This design comes from an exercise in tuning for small area and a short achievable clock period on the open sky130 flow, not from production work. The RTL was checked by simulation tests, not by an equivalence proof against the original design.

==> flow/design.v <==
module ALU(
    input [2:0] ALUOp,   
    input [15:0] A,      
    input [15:0] B,      
    output reg [15:0] ALUResult,    
    output reg zero     
);
    always @(*) begin
        case(ALUOp)
            3'b000 : ALUResult = A + B;
            3'b001 : ALUResult = A - B;
            3'b010 : ALUResult = A & B;
            3'b011 : ALUResult = A | B;
            3'b100 : ALUResult = (A == B);
            3'b101 : ALUResult = (A <= B);
            default : ALUResult = 16'b0;
        endcase
            if (ALUResult) zero = 0;
            else zero = 1;
    end
endmodule
module ControlUnit(
    input  wire[3:0]  op,    
    input wire zero,  
    output reg[1:0]    m2reg,  
    output reg[1:0]    PCsrc,     
    output reg    wmem,  
    output reg memc,     
    output reg[2:0]  ALUOp,  
    output reg    alucsrc,   
    output reg    wreg   
);
always @(*) begin
    m2reg = 0;
    PCsrc = 0;
    wmem = 0;
    memc = 0;
    ALUOp = 0;
    alucsrc = 0;
    wreg = 0;
    case(op)
        4'b0000:begin    
            m2reg = 2;
            PCsrc = 1;  
            wmem = 0;
            ALUOp = 3'b000;
            alucsrc = 0;    
            wreg = 1'b1;
        end
        4'b0001:begin    
            m2reg = 2;
            PCsrc = 2;  
            wmem = 0;
            ALUOp = 3'b000;
            alucsrc = 1;     
            wreg = 1'b1;
        end
        4'b0010:begin    
            PCsrc = 0;
            memc = 0;
            m2reg = 1'b0;    
            wmem = 1'b0;
            ALUOp = 3'b100;
            alucsrc = 0;
            wreg = 1'b0;
            if (!zero) begin     
                PCsrc = 2'b01;   
            end
            else begin   
                PCsrc = 2'b00;   
            end
        end
        4'b0011:begin    
            m2reg = 1'b0;    
            wmem = 1'b0;
            ALUOp = 3'b101;
            alucsrc = 1'b0;
            wreg = 1'b0;
            if (!zero) begin     
                PCsrc = 2'b01;   
            end
            else begin   
                PCsrc = 2'b00;   
            end
        end
        4'b0100:begin    
            m2reg = 1'b1;
            PCsrc = 0;
            wmem = 1'b0;
            memc = 0;
            ALUOp = 0;
            alucsrc = 1;
            wreg = 1;
        end
        4'b0101:begin    
            m2reg = 1;
            PCsrc = 0;
            wmem = 0;
            memc = 1;
            ALUOp = 0;
            alucsrc = 1;
            wreg = 1;
        end
        4'b0110:begin    
            m2reg = 0;
            PCsrc = 0;
            wmem = 1;
            memc = 0;
            ALUOp = 0;
            alucsrc = 1;
            wreg = 0;
        end
        4'b0111:begin    
            m2reg = 0;
            PCsrc = 0;  
            wmem = 1'b1;
            memc = 1;
            ALUOp = 0;
            alucsrc = 1;
            wreg = 0;
        end
        4'b1000:begin    
            m2reg = 0;
            PCsrc = 0;
            wmem = 0;
            memc = 0;
            ALUOp = 3'b000;
            alucsrc = 1'b0;
            wreg = 1'b1;
        end
        4'b1001:begin    
            m2reg = 0;
            PCsrc = 0;
            wmem = 0;
            memc = 0;
            ALUOp = 3'b001;
            alucsrc = 1'b0;
            wreg = 1'b1;
        end
        4'b1010:begin    
            m2reg = 0;
            PCsrc = 0;
            wmem = 0;
            memc = 0;
            ALUOp = 3'b010;
            alucsrc = 1'b0;
            wreg = 1'b1;
        end
        4'b1011:begin    
            m2reg = 0;
            PCsrc = 0;
            wmem = 0;
            memc = 0;
            ALUOp = 3'b011;
            alucsrc = 1'b0;
            wreg = 1'b1;
        end
        4'b1100:begin    
            m2reg = 0;
            PCsrc = 0;
            wmem = 0;
            memc = 0;
            ALUOp = 3'b000;
            alucsrc = 1'b1;
            wreg = 1'b1;
        end
        4'b1101:begin    
            m2reg = 0;
            PCsrc = 0;
            wmem = 0;
            memc = 0;
            ALUOp = 3'b001;
            alucsrc = 1'b1;
            wreg = 1'b1;
        end
        4'b1110:begin    
            m2reg = 3;
            PCsrc = 0;
            wmem = 0;
            memc = 0;
            ALUOp = 3'b000;
            alucsrc = 0;
            wreg = 1'b1;
        end
    endcase
end
endmodule
module ImmExt(
    input [15:0] instruction,    
    output reg[15:0] immExt     
);  
    reg[3:0] op;
    reg[3:0] imm_4;
    reg[7:0] imm_8;
always @(*)begin
    imm_4 = 4'b0;
    imm_8 = 8'b0;
    immExt = 16'b0;
    op = instruction[3:0];
    case(op)    
        4'b0000:begin    
            imm_8 = (instruction[15:8]);
            immExt = {{7{imm_8[7]}}, imm_8, 1'b0};
        end
        4'b0001:begin    
            imm_4 = instruction[15:12];
            immExt = {{11{imm_4[3]}}, imm_4, 1'b0};                        
        end
        4'b0010, 4'b0011:begin   
            imm_4 = instruction[7:4];
            immExt = {{11{imm_4[3]}}, imm_4, 1'b0};   
        end
        4'b0100, 4'b0101:begin   
            imm_4 = instruction[15:12];
            immExt[15:4] = imm_4[3] ? 12'b1111_1111_1111 : 0;
            immExt[3:0] = imm_4; 
        end
        4'b0110, 4'b0111:begin   
            imm_4 = instruction[7:4];
            immExt[15:4] = imm_4[3] ? 12'b1111_1111_1111 : 0;
            immExt[3:0] = imm_4; 
        end
        4'b1100, 4'b1101:begin   
            imm_4 = instruction[15:12];
            immExt[15:4] = imm_4[3] ? 12'b1111_1111_1111 : 0;
            immExt[3:0] = imm_4; 
        end
        4'b1110: begin   
            imm_8 = instruction[15:8];
            immExt = {imm_8, 8'b0};
        end
    endcase
end
endmodule
module InstructionMemory(
    input CLK,
    input instr_mem_write_enable,      
    input [15:0] MachineCodeAddress,     
    input [15:0] MachineCodeData,    
    input [15:0] ROMDataAddress,     
    input [15:0] IAddress,    
    output reg[3:0] op,     
    output reg[3:0] rs,     
    output reg[3:0] rt,     
    output reg[3:0] rd,     
    output reg[15:0] instruction,  
    output reg[15:0] DataFromROM
);
    reg[15:0] ROM[0:255];  
    integer i;
    always @(posedge CLK)begin
        if(instr_mem_write_enable) begin
            ROM[MachineCodeAddress[7:0]] <= MachineCodeData;
        end
    end
    always @(*)begin
        op = ROM[IAddress[8:1]][3:0];
        rd = ROM[IAddress[8:1]][7:4];
        rs = ROM[IAddress[8:1]][11:8];
        rt = ROM[IAddress[8:1]][15:12];
        instruction = ROM[IAddress[8:1]];
        if(ROMDataAddress[0] == 0)
            DataFromROM = {8'b0, ROM[ROMDataAddress[8:1]][15:8]};
        else
            DataFromROM = {8'b0, ROM[ROMDataAddress[8:1]][7:0]};
    end
endmodule
module Multiplexer21 (
    input control,
    input [15:0] in0,
    input [15:0] in1,
    output [15:0] out
);
    assign out = control ? in1 : in0;
endmodule
module Multiplexer31 (
    input [1:0] PCsrc,
    input [15:0] currentAddress_2,
    input [15:0] currentAddress_immediate,
    input [15:0] result,
    output reg[15:0] newAddress
);
    always @(*)begin
        case(PCsrc)
            0:  newAddress = currentAddress_2;
            1:  newAddress = currentAddress_immediate;
            2:  newAddress = result;
            default: newAddress = currentAddress_2;
        endcase
    end
endmodule
module Multiplexer41 (
    input [1:0] control,
    input [15:0] in0,
    input [15:0] in1,
    input [15:0] in2,
    input [15:0] in3,
    output reg[15:0] out
);
    always @(*)begin
        case(control)
            0:  out = in0;
            1:  out = in1;
            2:  out = in2;
            3:  out = in3;
        endcase
    end
endmodule
module PC(
    input  CLK,      
    input  RESET,    
    input PCWre,     
    input  [15:0] newAddress,    
    output reg [15:0] currentAddress     
);
    always @(posedge CLK or negedge RESET)
    begin
        if(!RESET) begin
            currentAddress <= 0;
        end
        else if(PCWre)
            currentAddress <= newAddress;
        else
            currentAddress <= currentAddress;
    end
endmodule
module RegisterFile(
    input CLK,
    input RESET,
    input wreg,    
    input [3:0] rs,             
    input [3:0] rt,             
    input [3:0] rd,              
    input [15:0] WriteData,     
    output [15:0] ReadData1,    
    output [15:0] ReadData2     
);
    reg [15:0] register[0:15];   
    integer i;
    assign ReadData1 = register[rs];
    assign ReadData2 = register[rt];
    always @(posedge CLK or negedge RESET)
    begin
        if(!RESET) begin
            for(i = 0; i < 16; i = i + 1) register[i] <= 16'b0;
        end
        else begin
            if (wreg) begin
                register[rd] <= WriteData;
            end
        end
    end
endmodule
module SixDigitDisplay 
#(
    parameter SCAN_MAX = 50000
)
(
    input sys_clk,            
    input sys_rst_n,          
    input [7:0] data0,    
    input [7:0] data1,    
    input [7:0] data2,    
    input [7:0] data3,    
    input [7:0] data4,    
    input [7:0] data5,    
    output reg dig1,     
    output reg dig2,
    output reg dig3,
    output reg dig4, 
    output reg dig5, 
    output reg dig6, 
    output reg[6:0] out 
);
reg[2:0] digit_select;  
reg[15:0] dig_counter;  
always @(posedge sys_clk or negedge sys_rst_n) begin
        if(!sys_rst_n) begin
            digit_select <= 2'b00;
            dig_counter <= 0;
        end
        else begin
            if (dig_counter < SCAN_MAX) begin       
                dig_counter <= dig_counter + 1;
            end
            else begin       
                dig_counter <= 0;
                if (digit_select == 3'b101) begin
                    digit_select <= 3'b000;
                end
                else begin
                    digit_select <= digit_select + 1;
                end
            end 
        end
    end
always@(posedge sys_clk) begin
        case(digit_select)
            3'b000: begin
                dig1 <= 1'b1; dig2 <= 1'b0; dig3 <= 1'b0; dig4 <= 1'b0; dig5 <= 1'b0; dig6 <= 1'b0;
                case(data5[3:0])
                    4'b0000: out <= 7'b1000000;  
                    4'b0001: out <= 7'b1111001;  
                    4'b0010: out <= 7'b0100100;  
                    4'b0011: out <= 7'b0110000;  
                    4'b0100: out <= 7'b0011001;  
                    4'b0101: out <= 7'b0010010;  
                    4'b0110: out <= 7'b0000010;  
                    4'b0111: out <= 7'b1111000;  
                    4'b1000: out <= 7'b0000000;  
                    4'b1001: out <= 7'b0010000;  
                    4'b1010: out <= 7'b0001000;  
                    4'b1011: out <= 7'b0000011;  
                    4'b1100: out <= 7'b1000110;  
                    4'b1101: out <= 7'b0100001;  
                    4'b1110: out <= 7'b0000110;  
                    4'b1111: out <= 7'b0001110;  
                endcase
            end
            3'b001: begin
                dig1 <= 1'b0; dig2 <= 1'b1; dig3 <= 1'b0; dig4 <= 1'b0; dig5 <= 1'b0; dig6 <= 1'b0;
                case(data4[3:0])
                    4'b0000: out <= 7'b1000000;  
                    4'b0001: out <= 7'b1111001;  
                    4'b0010: out <= 7'b0100100;  
                    4'b0011: out <= 7'b0110000;  
                    4'b0100: out <= 7'b0011001;  
                    4'b0101: out <= 7'b0010010;  
                    4'b0110: out <= 7'b0000010;  
                    4'b0111: out <= 7'b1111000;  
                    4'b1000: out <= 7'b0000000;  
                    4'b1001: out <= 7'b0010000;  
                    4'b1010: out <= 7'b0001000;  
                    4'b1011: out <= 7'b0000011;  
                    4'b1100: out <= 7'b1000110;  
                    4'b1101: out <= 7'b0100001;  
                    4'b1110: out <= 7'b0000110;  
                    4'b1111: out <= 7'b0001110;  
                endcase
            end
            3'b010: begin
                dig1 <= 1'b0; dig2 <= 1'b0; dig3 <= 1'b1; dig4 <= 1'b0; dig5 <= 1'b0; dig6 <= 1'b0;
                case(data3[3:0])
                    4'b0000: out <= 7'b1000000;  
                    4'b0001: out <= 7'b1111001;  
                    4'b0010: out <= 7'b0100100;  
                    4'b0011: out <= 7'b0110000;  
                    4'b0100: out <= 7'b0011001;  
                    4'b0101: out <= 7'b0010010;  
                    4'b0110: out <= 7'b0000010;  
                    4'b0111: out <= 7'b1111000;  
                    4'b1000: out <= 7'b0000000;  
                    4'b1001: out <= 7'b0010000;  
                    4'b1010: out <= 7'b0001000;  
                    4'b1011: out <= 7'b0000011;  
                    4'b1100: out <= 7'b1000110;  
                    4'b1101: out <= 7'b0100001;  
                    4'b1110: out <= 7'b0000110;  
                    4'b1111: out <= 7'b0001110;  
                endcase
            end
            3'b011: begin
                dig1 <= 1'b0; dig2 <= 1'b0; dig3 <= 1'b0; dig4 <= 1'b1; dig5 <= 1'b0; dig6 <= 1'b0;
                case(data2[3:0])
                    4'b0000: out <= 7'b1000000;  
                    4'b0001: out <= 7'b1111001;  
                    4'b0010: out <= 7'b0100100;  
                    4'b0011: out <= 7'b0110000;  
                    4'b0100: out <= 7'b0011001;  
                    4'b0101: out <= 7'b0010010;  
                    4'b0110: out <= 7'b0000010;  
                    4'b0111: out <= 7'b1111000;  
                    4'b1000: out <= 7'b0000000;  
                    4'b1001: out <= 7'b0010000;  
                    4'b1010: out <= 7'b0001000;  
                    4'b1011: out <= 7'b0000011;  
                    4'b1100: out <= 7'b1000110;  
                    4'b1101: out <= 7'b0100001;  
                    4'b1110: out <= 7'b0000110;  
                    4'b1111: out <= 7'b0001110;  
                endcase
            end
            3'b100: begin
                dig1 <= 1'b0; dig2 <= 1'b0; dig3 <= 1'b0; dig4 <= 1'b0; dig5 <= 1'b1; dig6 <= 1'b0;
                case(data1[3:0])
                    4'b0000: out <= 7'b1000000;  
                    4'b0001: out <= 7'b1111001;  
                    4'b0010: out <= 7'b0100100;  
                    4'b0011: out <= 7'b0110000;  
                    4'b0100: out <= 7'b0011001;  
                    4'b0101: out <= 7'b0010010;  
                    4'b0110: out <= 7'b0000010;  
                    4'b0111: out <= 7'b1111000;  
                    4'b1000: out <= 7'b0000000;  
                    4'b1001: out <= 7'b0010000;  
                    4'b1010: out <= 7'b0001000;  
                    4'b1011: out <= 7'b0000011;  
                    4'b1100: out <= 7'b1000110;  
                    4'b1101: out <= 7'b0100001;  
                    4'b1110: out <= 7'b0000110;  
                    4'b1111: out <= 7'b0001110;  
                endcase
            end
            3'b101: begin
                dig1 <= 1'b0; dig2 <= 1'b0; dig3 <= 1'b0; dig4 <= 1'b0; dig5 <= 1'b0; dig6 <= 1'b1;
                case(data0[3:0])
                    4'b0000: out <= 7'b1000000;  
                    4'b0001: out <= 7'b1111001;  
                    4'b0010: out <= 7'b0100100;  
                    4'b0011: out <= 7'b0110000;  
                    4'b0100: out <= 7'b0011001;  
                    4'b0101: out <= 7'b0010010;  
                    4'b0110: out <= 7'b0000010;  
                    4'b0111: out <= 7'b1111000;  
                    4'b1000: out <= 7'b0000000;  
                    4'b1001: out <= 7'b0010000;  
                    4'b1010: out <= 7'b0001000;  
                    4'b1011: out <= 7'b0000011;  
                    4'b1100: out <= 7'b1000110;  
                    4'b1101: out <= 7'b0100001;  
                    4'b1110: out <= 7'b0000110;  
                    4'b1111: out <= 7'b0001110;  
                endcase
            end
        endcase
    end
endmodule
module DataMemory(
    input CLK,
    input RESET,
    input wmem,            
    input [15:0] DAddress,   
    input [15:0] DataIn,      
    input memc,              
    input [15:0] DataFromROM,
    output reg [15:0] DataOut,   
    output reg led1,      
    output reg led2,
    output reg led3,
    output reg led4,
    output reg [15:0] ROMDataAddress,
    output  dig1,     
    output  dig2,
    output  dig3,
    output  dig4, 
    output  dig5, 
    output  dig6, 
    output [6:0] out 
); 
    localparam RAMStartAddress = 16'h1000;
    localparam ledAddr = 16'h2000;
    localparam digitAddress = 16'h3000;
    reg[7:0] RAM[0:63]; 
    reg[7:0] digit[0:5];
    wire [15:0] RAM_address_standard;    
    wire [15:0] RAMaddress;       
    assign RAMaddress = {4'b0, DAddress[11:0]};      
    assign RAM_address_standard = (RAMaddress >> 1) << 1;
    integer i;
    always @(posedge CLK or negedge RESET)
    begin
        if (!RESET) begin
            for(i = 0; i < 64; i = i + 1) RAM[i] <= 8'b0;
            led1 <= 1'b0;    led2 <= 1'b0;    led3 <= 1'b0;    led4 <= 1'b0;
            for(i = 0; i < 6; i = i + 1) digit[i] <= 8'b0;
        end
        else if (wmem) begin
            if(DAddress == ledAddr) begin
                led1 <= DataIn[0];
            end
            else if(DAddress == ledAddr + 1) begin
                led2 <= DataIn[0];
            end
            else if(DAddress == ledAddr + 2) begin
                led3 <= DataIn[0];
            end
            else if(DAddress == ledAddr + 3) begin
                led4 <= DataIn[0];
            end
            else if(DAddress >= RAMStartAddress && DAddress < ledAddr)begin
                    if(memc == 1) begin
                        RAM[RAM_address_standard[5:0] + 6'd1] <= DataIn[15:8];
                        RAM[RAM_address_standard[5:0]] <= DataIn[7:0];
                    end
                    else begin
                        RAM[RAMaddress[5:0]] <= DataIn[7:0];
                    end
            end
            else if(DAddress >= digitAddress && DAddress < digitAddress + 6)begin
                digit[DAddress[2:0]] <= DataIn[7:0];
            end
        end
    end
    always@(*)begin
        ROMDataAddress = DAddress;
        if (DAddress < RAMStartAddress) begin
                ROMDataAddress = DAddress;
                DataOut = DataFromROM;
        end
        else begin
            if(memc == 1) begin
                DataOut[15:8] = RAM[RAM_address_standard[5:0] + 6'd1];
                DataOut[7:0] = RAM[RAM_address_standard[5:0]];
            end
            else begin
                DataOut[7:0] = RAM[RAMaddress[5:0]];
                DataOut[15:8] = 8'b0;
            end
        end
    end   
SixDigitDisplay #(.SCAN_MAX(3)) display(CLK, RESET, digit[0], digit[1], digit[2], digit[3],digit[4], digit[5], dig1, dig2, dig3, dig4, dig5, dig6, out);
endmodule
`timescale 1ns / 1ps
module uart_rx
#(
    parameter BPS =  9600,    
    CLK_FRE = 50_000_000,     
    CNT_BIT_CLK_MAX = 5208,       
    CNT_BYTE_BIT = 10         
)
(
    input wire sys_clk,       
    input wire sys_rst_n,     
    input wire rx,      
    output reg [7:0] po_data,    
    output reg po_flag         
);
    reg rx_reg1 ;            
    reg rx_reg2 ;            
    reg rx_reg3 ;            
    reg start_nedge ;        
    reg work_en ;            
    reg [12:0] baud_cnt;     
    reg bit_flag ;           
    reg [3:0] bit_cnt ;      
    reg [7:0] rx_data ;      
    reg rx_flag ;            
always@(posedge sys_clk or negedge sys_rst_n)
    if(sys_rst_n == 1'b0)
        rx_reg1 <= 1'b1;
    else
        rx_reg1 <= rx;
always@(posedge sys_clk or negedge sys_rst_n)
    if(sys_rst_n == 1'b0)
        rx_reg2 <= 1'b1;
    else
        rx_reg2 <= rx_reg1;
always@(posedge sys_clk or negedge sys_rst_n)
    if(sys_rst_n == 1'b0)
        rx_reg3 <= 1'b1;
    else
        rx_reg3 <= rx_reg2;
always@(posedge sys_clk or negedge sys_rst_n)
    if(sys_rst_n == 1'b0)
        start_nedge <= 1'b0;
    else if((~rx_reg2) && (rx_reg3))     
        start_nedge <= 1'b1;
    else
    start_nedge <= 1'b0;
always@(posedge sys_clk or negedge sys_rst_n)
    if(sys_rst_n == 1'b0)
        work_en <= 1'b0;
    else if(start_nedge == 1'b1)
        work_en <= 1'b1;
    else if((bit_cnt == 4'd8) && (bit_flag == 1'b1))
        work_en <= 1'b0;
always@(posedge sys_clk or negedge sys_rst_n)
    if(sys_rst_n == 1'b0)
        baud_cnt <= 13'b0;
    else if((baud_cnt == CNT_BIT_CLK_MAX - 1) || (work_en == 1'b0))
        baud_cnt <= 13'b0;
    else if(work_en == 1'b1)
        baud_cnt <= baud_cnt + 1;
always@(posedge sys_clk or negedge sys_rst_n)
    if(sys_rst_n == 1'b0)
        bit_flag <= 1'b0;
    else if(baud_cnt == CNT_BIT_CLK_MAX/2 - 1)
        bit_flag <= 1'b1;
    else
        bit_flag <= 1'b0;
always@(posedge sys_clk or negedge sys_rst_n)
    if(sys_rst_n == 1'b0)
        bit_cnt <= 4'b0;
    else if((bit_cnt == 8) && (bit_flag == 1))
        bit_cnt <= 4'b0;
    else if(bit_flag == 1)
        bit_cnt <= bit_cnt + 1;
 always@(posedge sys_clk or negedge sys_rst_n)
    if(sys_rst_n == 1'b0)
        rx_data <= 8'b0;
    else if((bit_cnt >= 4'd1)&&(bit_cnt <= 4'd8)&&(bit_flag == 1'b1))
        rx_data <= {rx_reg3, rx_data[7:1]};  
 always@(posedge sys_clk or negedge sys_rst_n)
    if(sys_rst_n == 1'b0)
        rx_flag <= 1'b0;
    else if((bit_cnt == 4'd8) && (bit_flag == 1'b1))
        rx_flag <= 1'b1;
    else
        rx_flag <= 1'b0;        
 always@(posedge sys_clk or negedge sys_rst_n)
    if(sys_rst_n == 1'b0)
        po_data <= 8'b0;
    else if(rx_flag == 1'b1)
        po_data <= rx_data;
 always@(posedge sys_clk or negedge sys_rst_n)
    if(sys_rst_n == 1'b0)
        po_flag <= 1'b0;
    else
        po_flag <= rx_flag;
endmodule
`timescale 1ns / 1ps
module SingleCPU(
    input CLK,
    input RESET,     
    input wait_transport,    
    input uart_rx_pin,     
    output  led1,      
    output  led2,
    output  led3,
    output  led4,     
    output  dig1,     
    output  dig2,
    output  dig3,
    output  dig4, 
    output  dig5, 
    output  dig6, 
    output [6:0] out 
    );
    localparam S_WAIT_COUNT    = 4'b0001;  
    localparam S_WAIT_COUNT_MSB    = 4'b0010;  
    localparam S_LOADING_INSTR_LSB = 4'b0011;  
    localparam S_LOADING_INSTR_MSB = 4'b0100;  
    localparam S_LOAD_DONE         = 4'b0101;  
    localparam S_RUNNING           = 4'b0110;  
    reg [3:0] state_reg;
    reg [7:0] temp_lsb_reg;  
    reg [15:0] expected_instr_count_reg;     
    reg [15:0] received_instr_count_reg;     
    wire [7:0] uart_received_byte;  
    wire uart_byte_valid;    
    wire [15:0] MachineCodeData;    
    reg [15:0] MachineCodeAddress;     
    wire cpu_rst;  
    wire cpu_run_enable;         
    wire instr_mem_write_enable;  
    wire [3:0] op;
    wire [3:0] rs;
    wire [3:0] rt;
    wire [3:0] rd;
    wire [15:0] ReadData1;
    wire [15:0] ReadData2;
    wire [15:0] WriteData;
    wire [15:0] DataOut;
    wire [15:0] currentAddress;
    wire [15:0] result;
    wire [15:0] DataFromROM;
    wire [15:0] ROMDataAddress;     
    wire [2:0] ALUOp; 
    wire[1:0]  m2reg;
    wire wmem, alucsrc, wreg, memc;   
    wire[1:0] PCsrc;
    wire [15:0] newAddress;
    wire [15:0] currentAddress_2, currentAddress_immediate;
    wire [15:0] B;
    wire [15:0] immExt; 
    wire [15:0] instruction;
    wire [15:0] back_regiser;
    wire zero;
    wire led1_from_DM;
    wire led2_from_DM;
    wire led3_from_DM;
    wire led4_from_DM;
    assign MachineCodeData = {uart_received_byte, temp_lsb_reg};  
    assign led1 = ((state_reg == S_LOAD_DONE) || (state_reg == S_RUNNING)) ? led1_from_DM : 1'b0;
    assign led2 = ((state_reg == S_LOAD_DONE) || (state_reg == S_RUNNING)) ? led2_from_DM : 1'b0;
    assign led3 = ((state_reg == S_LOAD_DONE) || (state_reg == S_RUNNING)) ? led3_from_DM : 1'b0;
    assign led4 = ((state_reg == S_LOAD_DONE) || (state_reg == S_RUNNING)) ? led4_from_DM : 1'b1;
    assign cpu_run_enable = (state_reg == S_RUNNING);
    assign cpu_rst = RESET || !((state_reg == S_LOAD_DONE) || (state_reg == S_RUNNING));
    always @(posedge CLK or negedge RESET) begin
        if (!RESET) begin
            state_reg <= S_RUNNING;
        end
        else if(wait_transport == 0)
            state_reg <= S_WAIT_COUNT;
        else begin
            case (state_reg)
                S_WAIT_COUNT: begin
                    if (uart_byte_valid) begin
                        temp_lsb_reg <= uart_received_byte;
                        state_reg <= S_WAIT_COUNT_MSB;
                    end
                end
                S_WAIT_COUNT_MSB: begin
                    if (uart_byte_valid) begin
                        expected_instr_count_reg <= MachineCodeData;  
                        received_instr_count_reg <= 0;
                        MachineCodeAddress <= 0;
                        if (MachineCodeData == 0) begin
                            state_reg <= S_LOAD_DONE;
                        end else begin
                            state_reg <= S_LOADING_INSTR_LSB;
                        end
                    end
                end
                S_LOADING_INSTR_LSB: begin
                    if (uart_byte_valid) begin
                        temp_lsb_reg <= uart_received_byte;
                        state_reg <= S_LOADING_INSTR_MSB;
                    end
                end
                S_LOADING_INSTR_MSB: begin
                    if (uart_byte_valid) begin
                        received_instr_count_reg <= received_instr_count_reg + 1;
                        MachineCodeAddress <= MachineCodeAddress + 1;
                        if ((received_instr_count_reg + 1) == expected_instr_count_reg) begin
                            state_reg <= S_LOAD_DONE;
                        end else begin
                            state_reg <= S_LOADING_INSTR_LSB;  
                        end
                    end
                end
                S_LOAD_DONE: begin
                end
                S_RUNNING: begin
                end
            endcase
        end
    end
    assign instr_mem_write_enable = (state_reg == S_LOADING_INSTR_MSB) && uart_byte_valid;
    uart_rx #(.CNT_BIT_CLK_MAX(16)) u_uart_rx (
        .sys_clk(CLK),
        .sys_rst_n(RESET),  
        .rx(uart_rx_pin),
        .po_data(uart_received_byte),
        .po_flag(uart_byte_valid)
    );
    ControlUnit cu(op, zero, m2reg, PCsrc, wmem, memc, ALUOp, alucsrc, wreg);
    PC pc(CLK, RESET, cpu_run_enable,  newAddress, currentAddress);
    InstructionMemory im(CLK, instr_mem_write_enable, MachineCodeAddress, MachineCodeData, ROMDataAddress, currentAddress, op, rs, rt, rd, instruction, DataFromROM);
    ImmExt ImmE(instruction, immExt);
    RegisterFile rf(CLK, RESET, wreg && cpu_run_enable, rs, rt, rd, WriteData, ReadData1, ReadData2);
    ALU alu(ALUOp, ReadData1, B,  result, zero);
    DataMemory DM(CLK, RESET, wmem && cpu_run_enable, result, ReadData2, memc ,DataFromROM, DataOut, led1_from_DM, led2_from_DM, led3_from_DM, led4_from_DM, ROMDataAddress, dig1, dig2, dig3, dig4, dig5, dig6, out);
    assign currentAddress_2 = currentAddress + 2;
    assign currentAddress_immediate = currentAddress + immExt;
    Multiplexer21 m21(alucsrc, ReadData2, immExt, B);
    Multiplexer41 m41(m2reg, result, DataOut, currentAddress_2, immExt, WriteData);
    Multiplexer31 m31(PCsrc, currentAddress_2, currentAddress_immediate, result, newAddress);
endmodule
==> flow/run.sh <==
#!/bin/bash
# synth_recipe.tcl (not shown) runs the flow's synth.tcl, then flattens the netlist and writes it again
# the make line also repeats each setting of config.mk as NAME=value (left out here)
make -C /OpenROAD-flow-scripts/flow DESIGN_CONFIG=/design/flow/config.mk WORK_HOME=/design/flow/orfs CLKGATE_MAP_FILE= SYNTH_SCRIPT=/design/flow/synth_recipe.tcl finish
==> flow/config.mk <==
export PLATFORM = sky130hd
export DESIGN_NAME = SingleCPU
export DESIGN_NICKNAME = SingleCPU
export VERILOG_FILES = /design/flow/design.v
export SDC_FILE = /design/flow/constraint.sdc
export NUM_CORES = 4
export LEC_CHECK = 0
export CAP_MARGIN = 20
export CORE_MARGIN = 2
export CORE_UTILIZATION = 30
export PLACE_DENSITY = 0.45
export SLEW_MARGIN = 20
==> flow/constraint.sdc <==
create_clock -name core_clock -period 17.0 [get_ports {CLK}]
set_input_delay 3.4000 -clock core_clock [delete_from_list [all_inputs] [get_ports {CLK}]]
set_output_delay 3.4000 -clock core_clock [all_outputs]
set_load 0.01 [all_outputs]
==> impl_metrics.toml <==
[pwr]
vdd_drop_max_mv = 0.113
power.total_w = 0.0260
p_per_area_nw_per_um2 = 92.3
p_leak_nw = 95.0

[die]
fp.dieW_um = 908
io_pins = 21
coreArea_um2 = 816000
start_util_pct = 30.1
die_h_um = 908
rows = 332
die_area_um2 = 825000

[final_layout]
nNetsFinal = 18200
final_util_pct = 34.5
fin_cells = 29500
drive_gt1_share_pct = 21.8
largest_reg_flops = 4096
syn2layout_area_growth_pct = 14.8

[timing]
fin_skew_ns = 0.0813
setup_slack_ns = 1.91
tightest_slew_ns = 1.33
rsz0062_at_grt = "no"
relSlewSlack_pct = 11.7
finalHoldViolCount = 0
fin_crit_sh_pct = 88.7
slew_viol_final = 0
fmax_ghz = 0.0663
final-setup-viol-count = 0
setup_tns_ns = 0
fin_crit_ns = 15.09

[placement]
dp_hpwl_mm = 803
io_buffers = 20
place_ws_ns = 2.20
dp.cells = 28300
gp_congestion = 1.00

[worst_setup_path]
crit_fanout = 61
crit_top_cell = "buf_4"
critPathArrivalTime_ns = 16.12
crit_family = "buffers and inverters"
cp-end-kind = "flop"
worst_path_max_delay_cell = "dfrtp_4"
startpoint_type = "flop"
path_buf_inv = 9
crit_type = "flop to flop"
required_ns = 18.03
max_stage_delay_ns = 0.91

[global_routing]
grt_max_degree = 164
first_global_vias = 171000
grt_pass1_wl_mm = 1620
antenna_found_initial = 145
grtUsageTotal_pct = 28.7
grt-ovfl-total = 0

[route]
vias_per_cell = 6.20
drc = 0
vias = 183000
wl_per_cell_um = 41.6
ant_nets = 0
routed_wl_mm = 1230
drt_iter0_markers = 30400
dr.pass1.iters = 10

[outcome]
status = "no timing/DRC/antenna violations"

[job]
drv_cap = 0

[yosys]
netlist_area_um2 = 245000
synth_area_leaders = "edfxtp_1 51%, mux4_2 14%, dfrtp_1 8.9%"
ys_seq_area_share_pct = 59.8
yosys-top-cells-count = "4,157 x edfxtp_1, 3,156 x nand2_1, 1,494 x mux4_2"
synth_top_cell_by_area = "edfxtp_1"
ys.flop_type = "edfxtp_1"
synth.most_common_cell = "edfxtp_1"
yosysUniqueCellTypes = 113
postSynthAreaPerCell_um2 = 13.6
synth-async-reset-ratio_pct = 17.4
synthCells = 18000
ys_warn_count = 17
ys_seq_elements = 5032
synth_top_area_share_pct = 50.9
synth_edf_count = 4157

[clocking]
cts_buffers = 582
post_cts_buffers = 0
clk-insertion-delay-late_ns = 1.18
clock_path_buffers = 4
cts_max_level = 6
cts_root_buf = "clkbuf_16"
tritoncts = "yes"
clk_pin_slew_worst_paths_ns = 0.06
postCtsHoldBufs = 0
ctsResizeCount = 0
numClockSinks = 5032

[min_path]
hp-class = "flop to flop"
[cell usage in the layout (no fill, tap or decap), drive strengths merged, types with 33 or more instances in the layout]
cell type  Yosys  layout
a31oi        139     139
a32oi         72      72
nor4          82      82
mux2i        626     626
o31ai         54      54
a22oi        438     438
nand2       3157    3157
dfrtp        870     870
nor3         154     154
diode          0     135
ha           118     118
clkinv         0     215
o22ai        120     120
o2111ai       40      40
and4          39      39
mux4        1494    1494
edfxtp      4157    4157
a221o         37      37
a21oi        445     445
and3         138     138
xor2          38      38
buf          801     910
o211ai        59      59
a221oi       160     160
a21o          37      37
nand4        257     257
inv          160     180
a311oi        52      52
a2111oi       48      48
xnor2         44      44
o21ai        705     705
a22o         117     117
a211oi        92      92
clkbuf       615     761
mux2         253     253
nor2b         33      33
nand3       1119    1119
nor2         738     738
[worst register-to-register path, delay by kind of cell (launching register included)]
kind / cells / cell delay, ns
buffers and inverters: 9 / 3.76
and+or+nand+nor: 8 / 3.30
AOI/OAI and AO/OA: 13 / 3.67
muxes: 5 / 2.89
DFF: 1 / 0.91
xor gates and xnor gates: 1 / 0.15
adders and majority gates: 1 / 0.30
[layer usage]
metal	up-vias	global-route usage [%]	part of all wire [%]
li1	70800	-	-
met3	2921	8.78	12
met1	96400	37.4	38
met5	-	0.480	0.060
met4	60	17.5	7.3
met2	13000	41.9	43
[layout make-up]
cell class | instances | area [um2]
Multi-Input combinational cell | 11400 | 93400
Fill cell | 79000 | 534000
Inverter | 160 | 601
Tap cell | 10900 | 13600
Clock buffer | 760 | 15700
Timing Repair Buffer | 930 | 8280
Clock inverter | 278 | 2720
Sequential cell | 5032 | 147000
Antenna cell | 135 | 338
[through the flow]
stage | cell area [um2] | hold WS [ns]
after floorplan | 245000 | 0.345
after global placement | 262000 | 0.352
after detailed placement | 262000 | 0.347
after CTS | 281000 | 0.356
after global routing | 281000 | 0.365
final | 281000 | 0.355
[power breakdown]
part	internal, W	switching, W	total [W]
Clock	0.00702	0.00553	0.0126
Sequential	0.0132	0.0000263	0.0132
Combinational	0.0000596	0.000111	0.000171
Total	0.0203	0.00567	0.0260
[worst paths after layout]
| check | start | to | slack [ns] | cells past startpoint |
|---|---|---|---|---|
| max in group asynchronous | RESET | DM.RAM[41][7]$_DFFE_PN0P_ | 11.23 | 5 |
| hold reg to reg | u_uart_rx.rx_reg1$_DFF_PN1_ | u_uart_rx.rx_reg2$_DFF_PN1_ | 0.36 | 0 |
| setup / recovery | pc.currentAddress[2]$_DFFE_PN0N_ | rf.register[2][1]$_DFFE_PN0P_ | 1.91 | 37 |
| hold / removal | u_uart_rx.rx_reg1$_DFF_PN1_ | u_uart_rx.rx_reg2$_DFF_PN1_ | 0.36 | 0 |
| min in group asynchronous | RESET | u_uart_rx.po_data[7]$_DFFE_PN0P_ | 2.17 | 1 |
| setup reg to reg | pc.currentAddress[2]$_DFFE_PN0N_ | rf.register[2][1]$_DFFE_PN0P_ | 1.91 | 37 |
[kinds of logic (layout without fill, tap and decap cells)]
group	Yosys count	in the layout	share of synthesized area, %
other cells	1	149	0.00153
fa+ha+maj	121	121	0.626
compound gates	2901	2901	8.09
xor+xnor	82	82	0.293
simple gates	5885	5885	10.5
mux	2373	2373	17.4
buf+inv	1576	2128	3.19
flops	5032	5032	59.8

-- static timing again, ports no longer ideal --
The results above use ideal ports. As a check the final layout listed here was re-extracted and re-timed, cells and wires unchanged.
Step 1, drivers: a clkbuf_16 drives CLK and a buf_2 each remaining input, both assumed.
Step 2 also shifts input and output timing later by t, the mid clock arrival at the registers, as if the neighbouring blocks saw the same clock.
Slacks: no drivers / after step 1 / after step 2; pairs: no drivers / after step 1.
t (ns): 1.274
setup slack, ns: 1.913 / 1.913 / 1.913
hold WS [ns]: 0.355 / 0.355 / 0.355
worst setup path at the end: register to register
After both steps setup and hold are still met in this run. For this run, drivers alone change the setup slack by 0.000 ns; drivers and shift together by 0.000 ns.
